Source: an optimization exercise on an open RTL-to-GDS flow (aim: small area and a short achievable clock period). Production flows keep margins and buffers that such runs may drop.
At most, simulation tests tie the RTL to the original design; equivalence was not proved.
Power is estimated from default activity; no workload was simulated.

==> inputs of 03-18 <==
==> flow/design.v (excerpt) <==
module cpu(
    input  wire        clk,
    input  wire        reset,
    output wire [31:0] mem_addr,
    output wire        mem_wr,
    output wire [31:0] mem_wdata,
    input  wire [31:0] mem_rdata,
    output wire        reg_we,
    output wire [4:0]  reg_waddr,
    output wire [31:0] reg_wdata
);
clock: 76.0 ns
lec_check: 0
cap_margin: 35
core_margin: 2
core_utilization: 40
cts_cluster_diameter: 100
cts_cluster_size: 25
slew_margin: 35
buffer_ports_args: -buffer_cell sky130_fd_sc_hd__buf_2
setup_slack_margin: 59.5
standard.sh (not shown) runs the stock make flow with config.mk's settings and CLKGATE_MAP_FILE= SYNTH_SCRIPT=/design/flow/synth_recipe.tcl, a recipe that flattens the netlist after the stock synthesis.
==> flow/flow/run.sh <==
#!/bin/bash
# Layout flow: the standard layout (standard.sh: unchanged synthesis,
# floorplan, power grid, placement, CTS and routing), plus:
#  - after the standard synthesis, the combinational logic is re-mapped by ABC
#    for area (remap.ys, remap.abc). Flip-flops, adder cells and tie cells keep
#    their cells and names; the step checks that the flip-flops are the same
#    and, if anything fails, the standard netlist is used as it is.
#  - the port buffers that placement inserts on every input and output are
#    plain buffers (buf_2);
#  - the resizer's setup margin asks repair_timing to keep working on paths
#    until they would meet a shorter period (the SDC and clock are unchanged).
# Each tool writes its output to a log of its own in this folder (and ORFS to
# its logs in orfs/logs).
set -euo pipefail
MARGIN=59.5
{
  echo 'export BUFFER_PORTS_ARGS = -buffer_cell sky130_fd_sc_hd__buf_2'
  echo "export SETUP_SLACK_MARGIN = ${MARGIN}"
} >> config.mk
bash standard.sh synth > standard_synth.log 2>&1

RES=orfs/results/${FLOW_PLATFORM}/cpu/base
LIB=${FLOW_HOME}/platforms/${FLOW_PLATFORM}/lib/sky130_fd_sc_hd__tt_025C_1v80.lib
remap() {
  : > remap_keep.txt
  sed -e "s#@LIB@#$LIB#g; s#@NET@#$RES/1_2_yosys.v#; s#@TOP@#${FLOW_TOP}#g; s#@KEEP@#remap_keep.txt#g; s#@ABC@#flow/remap.abc#; s#@OUT@#remap_out.v#" \
    flow/remap.ys > remap_run.ys || return 1
  yosys -l remap_yosys.log -s remap_run.ys > /dev/null 2>&1 || return 1
  [ -s remap_out.v ] && grep -q "^module ${FLOW_TOP}(" remap_out.v || return 1
  # the same flip-flops, by name and cell, as the standard netlist
  grep -oE "sky130_fd_sc_hd__e?df[a-z0-9_]* [^ ]+" "$RES/1_2_yosys.v" | sort > remap_ff_std.txt
  grep -oE "sky130_fd_sc_hd__e?df[a-z0-9_]* [^ ]+" remap_out.v | sort > remap_ff_new.txt
  cmp -s remap_ff_std.txt remap_ff_new.txt || return 1
  cp "$RES/1_2_yosys.v" standard_1_2_yosys.v
  cp remap_out.v "$RES/1_2_yosys.v"
  rm -f "$RES/1_synth.odb" "$RES/1_synth.sdc"
}
if remap; then echo "remap: used" > remap_status.txt; else echo "remap: not used" > remap_status.txt; fi
bash standard.sh > standard_layout.log 2>&1
==> flow/flow/remap.ys <==
# Re-map the combinational logic of the standard synthesis, except the cells
# listed in @KEEP@ (none in this flow). Flip-flops, adder cells and tie cells
# are kept as they are, with their names.
read_liberty -ignore_miss_func @LIB@
read_verilog @NET@
hierarchy -top @TOP@
setattr -mod -set keep_hierarchy 1 sky130_fd_sc_hd__df* sky130_fd_sc_hd__edf* sky130_fd_sc_hd__fa_* sky130_fd_sc_hd__ha_* sky130_fd_sc_hd__conb_*
select -read @KEEP@
setattr -set keep_hierarchy 1
select -clear
flatten
opt_clean -purge
stat -liberty @LIB@
abc -liberty @LIB@ -script @ABC@ -dont_use sky130_fd_sc_hd__probe_p_8 -dont_use sky130_fd_sc_hd__probec_p_8 -dont_use sky130_fd_sc_hd__lpflow_*
opt_clean -purge
hilomap -singleton -hicell sky130_fd_sc_hd__conb_1 HI -locell sky130_fd_sc_hd__conb_1 LO
splitnets
opt_clean -purge
insbuf -buf sky130_fd_sc_hd__buf_4 A X
opt_clean
stat -liberty @LIB@
select @TOP@
write_verilog -noattr -nohex -nodec -selected @OUT@
Other scripts of this flow, unchanged in this note and not shown: flow/flow/remap.abc
==> inputs of 06-19, as changes to 03-18 <==
--- a/flow/design.v
+++ b/flow/design.v
@@ -41,12 +41,14 @@
     input  wire [5:0] Funct,
     input  wire bzero,
     input  wire overflow,
     output wire st_decode2,
     output wire nx_decode2,
     output reg  c_a_ld,
+    output reg  c_a_clr,
+    output reg  c_b_clr,
     output reg  c_pcw,
     output reg  [2:0] c_pcs,
     output reg  c_irw,
     output reg  c_sa,
     output reg  [2:0] c_sb,
     output reg  [1:0] c_op,
@@ -99,13 +101,13 @@
     wire s_DECODE_2 = (step == 4'd4 && exc == 2'd0);
     wire s_ADD = (k0 && step == 4'd5 && exc == 2'd0);
     wire s_SUB = (k10 && step == 4'd5 && exc == 2'd0);
     wire s_AND = (k1 && step == 4'd5 && exc == 2'd0);
     wire s_ALU_TO_REG = (k0 && step == 4'd6 && exc == 2'd0) | (k1 && step == 4'd6 && exc == 2'd0) | (k10 && step == 4'd6 && exc == 2'd0);
     wire s_MULT_1 = (k3 && step == 4'd5 && exc == 2'd0);
-    wire s_MULT_2 = (k0 && step == 4'd9 && exc == 2'd1) | (k2 && step == 4'd10 && exc == 2'd2) | (k3 && step == 4'd6 && exc == 2'd0) | (k10 && step == 4'd9 && exc == 2'd1) | (k13 && step == 4'd10 && exc == 2'd1);
+    wire s_MULT_2 = (k3 && step == 4'd6 && exc == 2'd0);
     wire s_DIV_1 = (k2 && step == 4'd5 && exc == 2'd0);
     wire s_DIV_2 = (k2 && step == 4'd6 && exc == 2'd0);
     wire s_MFHI = (k5 && step == 4'd5 && exc == 2'd0);
     wire s_MFLO = (k6 && step == 4'd5 && exc == 2'd0);
     wire s_SHIFT_SHAMT = (k7 && step == 4'd5 && exc == 2'd0);
     wire s_SLL = (k7 && step == 4'd6 && exc == 2'd0) | (k8 && step == 4'd5 && exc == 2'd0);
@@ -152,14 +154,15 @@
     wire s_OVERFLOW = (k0 && step == 4'd6 && exc == 2'd1) | (k10 && step == 4'd6 && exc == 2'd1) | (k13 && step == 4'd7 && exc == 2'd1);
     wire s_OVERFLOW_WAIT1 = (k0 && step == 4'd7 && exc == 2'd1) | (k10 && step == 4'd7 && exc == 2'd1) | (k13 && step == 4'd8 && exc == 2'd1);
     wire s_OVERFLOW_WAIT2 = (k0 && step == 4'd8 && exc == 2'd1) | (k10 && step == 4'd8 && exc == 2'd1) | (k13 && step == 4'd9 && exc == 2'd1);
     wire s_DIV_BY_ZERO = (k2 && step == 4'd7 && exc == 2'd2);
     wire s_DIV_BY_0_WAIT1 = (k2 && step == 4'd8 && exc == 2'd2);
     wire s_DIV_BY_0_WAIT2 = (k2 && step == 4'd9 && exc == 2'd2);
+    wire s_LOAD_EXP_TO_PC_1 = (k0 && step == 4'd9 && exc == 2'd1) | (k2 && step == 4'd10 && exc == 2'd2) | (k10 && step == 4'd9 && exc == 2'd1) | (k13 && step == 4'd10 && exc == 2'd1);
     wire s_LUI_WAIT_B = (k21 && step == 4'd7 && exc == 2'd0);
-    assign n_iord[0] = s_OVERFLOW | s_OVERFLOW_WAIT1 | s_OVERFLOW_WAIT2 | s_DIV_BY_ZERO | s_DIV_BY_0_WAIT1 | s_DIV_BY_0_WAIT2;
+    assign n_iord[0] = s_LW | s_SW | s_OVERFLOW | s_OVERFLOW_WAIT1 | s_OVERFLOW_WAIT2 | s_DIV_BY_ZERO | s_DIV_BY_0_WAIT1 | s_DIV_BY_0_WAIT2;
     assign n_iord[1] = s_ADDM_3 | s_ADDM_WAIT_3 | s_ADDM_WAIT_4 | s_OVERFLOW | s_OVERFLOW_WAIT1 | s_OVERFLOW_WAIT2 | s_DIV_BY_ZERO | s_DIV_BY_0_WAIT1 | s_DIV_BY_0_WAIT2;
     assign n_iord[2] = s_ADDM_1 | s_ADDM_WAIT_1 | s_ADDM_WAIT_2;
     assign n_ea[0] = s_DIV_BY_ZERO | s_DIV_BY_0_WAIT1 | s_DIV_BY_0_WAIT2;
     assign n_ea[1] = s_OVERFLOW | s_OVERFLOW_WAIT1 | s_OVERFLOW_WAIT2 | s_DIV_BY_ZERO | s_DIV_BY_0_WAIT1 | s_DIV_BY_0_WAIT2;
     assign n_m2r[0] = s_ALU_TO_REG | s_MFLO | s_ADDM_6 | s_ADDI | s_ADDIU | s_LUI_3 | s_JAL_2;
     assign n_m2r[1] = s_ALU_TO_REG | s_SLT_2 | s_ADDM_6 | s_ADDI | s_ADDIU | s_SLTI_2 | s_JAL_2;
@@ -183,12 +186,14 @@
     assign nx_decode2 = s_DECODE || (s_DECODE_2 && dec_none);
     always @(posedge clk) begin
         if (reset_q) begin
             step <= 4'd1;        
             exc <= 2'd0;
             c_a_ld <= 1'd0;
+            c_a_clr <= 1'd0;
+            c_b_clr <= 1'd0;
             c_pcw <= 1'd0;
             c_pcs <= 3'd0;
             c_irw <= 1'd0;
             c_sa <= 1'd0;
             c_sb <= 3'd0;
             c_op <= 2'd0;
@@ -197,12 +202,14 @@
             c_bop <= 2'd0;
             c_br <= 1'd0;
         end else begin
             step <= step_nx;
             exc <= exc_nx;
             c_a_ld <= s_DECODE | s_DECODE_2;
+            c_a_clr <= s_ADDM_2 | s_LOAD_EXP_TO_PC_1;
+            c_b_clr <= s_ADDM_4;
             c_pcw <= s_FETCH_3 | s_JR | s_RTE | s_SLLM_2 | s_J;
             c_pcs[0] <= s_BEQ | s_BNE | s_BGT | s_BLE | s_SLLM_2;
             c_pcs[1] <= s_J;
             c_pcs[2] <= s_RTE;
             c_irw <= s_FETCH_3;
             c_sa <= s_ADD | s_SUB | s_AND | s_JR | s_ADDI_ADDIU | s_SLLM_1;
@@ -421,24 +428,24 @@
     reg        reset_q;                     
     reg [31:0] IR, A, B, ALUOut;            
     wire [5:0]  op_f  = IR[31:26];
     wire [4:0]  rs    = IR[25:21];
     wire [4:0]  rt    = IR[20:16];
     wire [15:0] imm   = IR[15:0];
-    wire c_a_ld, c_pcw, c_irw, c_sa, c_aow, c_epcw, c_br;
+    wire c_a_ld, c_a_clr, c_b_clr, c_pcw, c_irw, c_sa, c_aow, c_epcw, c_br;
     wire [2:0] c_pcs, c_sb;
     wire [1:0] c_op, c_bop;
     wire [2:0] n_iord, n_m2r;
     wire [1:0] n_ea, n_rdst;
     wire n_rw, n_mw;
     wire st_decode2, nx_decode2;
     wire overflow;
     UC UC_(
         .clk(clk), .reset_q(reset_q), .Opcode(op_f), .Funct(IR[5:0]),
         .bzero(B == 32'd0), .overflow(overflow), .st_decode2(st_decode2), .nx_decode2(nx_decode2),
-        .c_a_ld(c_a_ld),
+        .c_a_ld(c_a_ld), .c_a_clr(c_a_clr), .c_b_clr(c_b_clr),
         .c_pcw(c_pcw), .c_pcs(c_pcs), .c_irw(c_irw),
         .c_sa(c_sa), .c_sb(c_sb), .c_op(c_op), .c_aow(c_aow), .c_epcw(c_epcw), .c_bop(c_bop), .c_br(c_br),
         .n_iord(n_iord), .n_ea(n_ea), .n_m2r(n_m2r), .n_rdst(n_rdst), .n_rw(n_rw), .n_mw(n_mw)
     );
     reg  [4:0]  waddr_nx;            
     reg  [31:0] wdata_nx;            
@@ -532,14 +539,14 @@
         end
     end
     wire [31:0] pc_nx  = pc_we ? pc_in : PC;
     wire [31:0] alu_nx = c_aow ? alu_res : ALUOut;
     wire        a_rf   = c_a_ld && !st_decode2;      
     wire        b_rf   = c_a_ld && st_decode2;       
-    wire [31:0] a_nx   = a_rf ? rd : A;
-    wire [31:0] b_nx   = b_rf ? rd : B;
+    wire [31:0] a_nx   = a_rf ? rd : c_a_clr ? 32'd0 : A;
+    wire [31:0] b_nx   = b_rf ? rd : c_b_clr ? 32'd0 : B;
     always @(posedge clk or posedge reset) begin
         if (reset) begin
             PC <= 32'd0; epc_v <= 1'b0;
         end else begin
             PC <= pc_nx;
             if (c_epcw) epc_v <= 1'b1;
@@ -574,12 +581,13 @@
     reg [31:0] addr, wdata_o, wdata_b;
     reg [4:0]  waddr_o;
     reg        we_o, mw_o;
     always @(posedge clk) begin
         case (n_iord)
             3'd0: addr <= pc_nx;
+            3'd1: addr <= alu_nx;
             3'd2: addr <= b_nx;
             3'd3: addr <= {24'd0, 6'b111111, n_ea};
             default: addr <= a_nx;
         endcase
         waddr_o <= waddr_nx;
         wdata_o <= wdata_nx;
--- a/flow/flow/run.sh
+++ b/flow/flow/run.sh
@@ -1,13 +1,13 @@
 #!/bin/bash
 # Layout flow: the standard layout (standard.sh: unchanged synthesis,
 # floorplan, power grid, placement, CTS and routing), plus:
-#  - after the standard synthesis, the combinational logic is re-mapped by ABC
-#    for area (remap.ys, remap.abc). Flip-flops, adder cells and tie cells keep
-#    their cells and names; the step checks that the flip-flops are the same
-#    and, if anything fails, the standard netlist is used as it is.
+#  - after the standard synthesis, the combinational logic outside the fan-in
+#    cone of the HI/LO registers (the timing-critical divider) is re-mapped by
+#    ABC for area (remap.ys, remap.abc). Flip-flops keep their cells and names.
+#    If that step fails, the standard netlist is used as it is.
 #  - the port buffers that placement inserts on every input and output are
 #    plain buffers (buf_2);
 #  - the resizer's setup margin asks repair_timing to keep working on paths
 #    until they would meet a shorter period (the SDC and clock are unchanged).
 # Each tool writes its output to a log of its own in this folder (and ORFS to
 # its logs in orfs/logs).
==> flow/flow/cone.py (new file) <==
#!/usr/bin/env python3
"""cone.py NETLIST REGEX OUT: instances in the combinational fan-in cone of the D-like
inputs of flops whose instance name matches REGEX (stopping at flops and ports)."""
import re, sys
net = open(sys.argv[1]).read()
OUTPINS = {'X', 'Y', 'Q', 'Q_N', 'SUM', 'COUT', 'HI', 'LO'}
inst = {}      # name -> (type, {pin: net})
for m in re.finditer(r'^\s*(sky130_fd_sc_hd__\w+)\s+(\S+)\s*\((.*?)\);', net, re.S | re.M):
    typ, name, body = m.group(1), m.group(2), m.group(3)
    pins = dict(re.findall(r'\.(\w+)\(([^()]*?)\)\s*,?', body))
    inst[name] = (typ, {k: v.strip() for k, v in pins.items()})
driver = {}
for name, (typ, pins) in inst.items():
    for p, n in pins.items():
        if p in OUTPINS: driver[n] = name
isff = lambda t: re.match(r'sky130_fd_sc_hd__(df|edf|sdf|dl)', t) is not None
rx = re.compile(sys.argv[2])
start = [n for n, (t, _) in inst.items() if isff(t) and rx.search(n)]
seen = set(); stack = []
for s in start:
    for p, n in inst[s][1].items():
        if p not in OUTPINS and p != 'CLK': stack.append(n)
while stack:
    n = stack.pop()
    d = driver.get(n)
    if d is None or d in seen: continue
    t, pins = inst[d]
    if isff(t): continue
    seen.add(d)
    for p, nn in pins.items():
        if p not in OUTPINS: stack.append(nn)
with open(sys.argv[3], 'w') as f:
    for s in sorted(seen): f.write('cpu/' + s + '\n')
print(len(start), 'flops,', len(seen), 'cells in cone of', len(inst))
--- a/flow/flow/remap.ys
+++ b/flow/flow/remap.ys
@@ -1,9 +1,10 @@
-# Re-map the combinational logic of the standard synthesis, except the cells
-# listed in @KEEP@ (none in this flow). Flip-flops, adder cells and tie cells
-# are kept as they are, with their names.
+# Re-map the combinational logic of the standard synthesis outside the cells
+# listed in @KEEP@ (the fan-in cone of the HI/LO registers, which holds the
+# timing-critical divider). Flip-flops, adder cells and tie cells are kept as
+# they are, with their names.
 read_liberty -ignore_miss_func @LIB@
 read_verilog @NET@
 hierarchy -top @TOP@
 setattr -mod -set keep_hierarchy 1 sky130_fd_sc_hd__df* sky130_fd_sc_hd__edf* sky130_fd_sc_hd__fa_* sky130_fd_sc_hd__ha_* sky130_fd_sc_hd__conb_*
 select -read @KEEP@
 setattr -set keep_hierarchy 1
- CORE_UTILIZATION: 40 -> 60
==> qor summary <==
metric                                                                     03-18                    06-19
Status                                                   complete, no violations  complete, no violations
Transition time at the pin with the least slew margin                    1.07 ns                  1.09 ns
Global-route usage over all layers                                         30.8%                    42.7%
Final cell count without fillers                                           7,664                    7,026
Largest net degree at the start of global routing                             67                       77
Post-synthesis area per instance                                        13.0 µm²                 12.9 µm²
Initial Utilization                                                        40.3%                    60.5%
Critical path's largest stage delay                                      0.44 ns                  0.39 ns
Min cycle time layout                                                   16.54 ns                 16.48 ns
Number of buffers outside the clock class in the layout                      355                      358
Multi-input gate area                                                 24,200 µm²               24,500 µm²
Comb. pwr                                                                1.29 mW                  1.49 mW
Drt total wl                                                              267 mm                   249 mm
Post-layout worst setup margin                                          59.46 ns                 59.52 ns
Die span in x                                                             412 µm                   338 µm
Placement Setup Slack                                                   56.37 ns                 59.27 ns
Sum of net half-perimeters after detailed placement                       170 mm                   156 mm
Number of cells on the worst hold path                                         1                        2
Number of combinational gates with multiple inputs                         3,202                    3,271
Hold EP                                                               md_step[0]      BANCO_REG_.valid[1]
Only the layout flow was run in 03-18; the RTL was not checked for function there.

what the ideal ports hide:
How much do the figures lean on ideal ports? The routed layouts below were timed once more, with nothing changed but the port constraints.
Step 1 (the two cells are an assumption about what drives the block):
set clk [get_ports {clk}]
set_driving_cell -lib_cell sky130_fd_sc_hd__clkbuf_16 $clk
set_driving_cell -lib_cell sky130_fd_sc_hd__buf_2 [delete_from_list [all_inputs] $clk]
Step 2 times the ports against the registers' clock, not the clock port: input delays grow and output delays shrink by t, the midpoint of the rising clock arrivals with the driver on.
Three values: ideal, step 1, step 2; two values: the first two.
| run | shift t [ns] | setup slack, ns | hold WS [ns] | worst setup path after step 2 | worst register clock-pin slew, ns |
|---|---|---|---|---|---|
| 03-18 | 0.827 | 59.456 / 59.369 / 59.121 | 0.453 / 0.453 / 0.453 | input to register | 0.12 / 0.12 |
| 06-19 | 0.793 | 59.524 / 59.443 / 59.259 | 0.450 / 0.450 / 0.450 | input to register | 0.12 / 0.12 |
After both steps every run listed still meets setup and hold. For 03-18, which loses most, drivers alone change the setup slack by -0.087 ns; drivers and shift together by -0.335 ns.
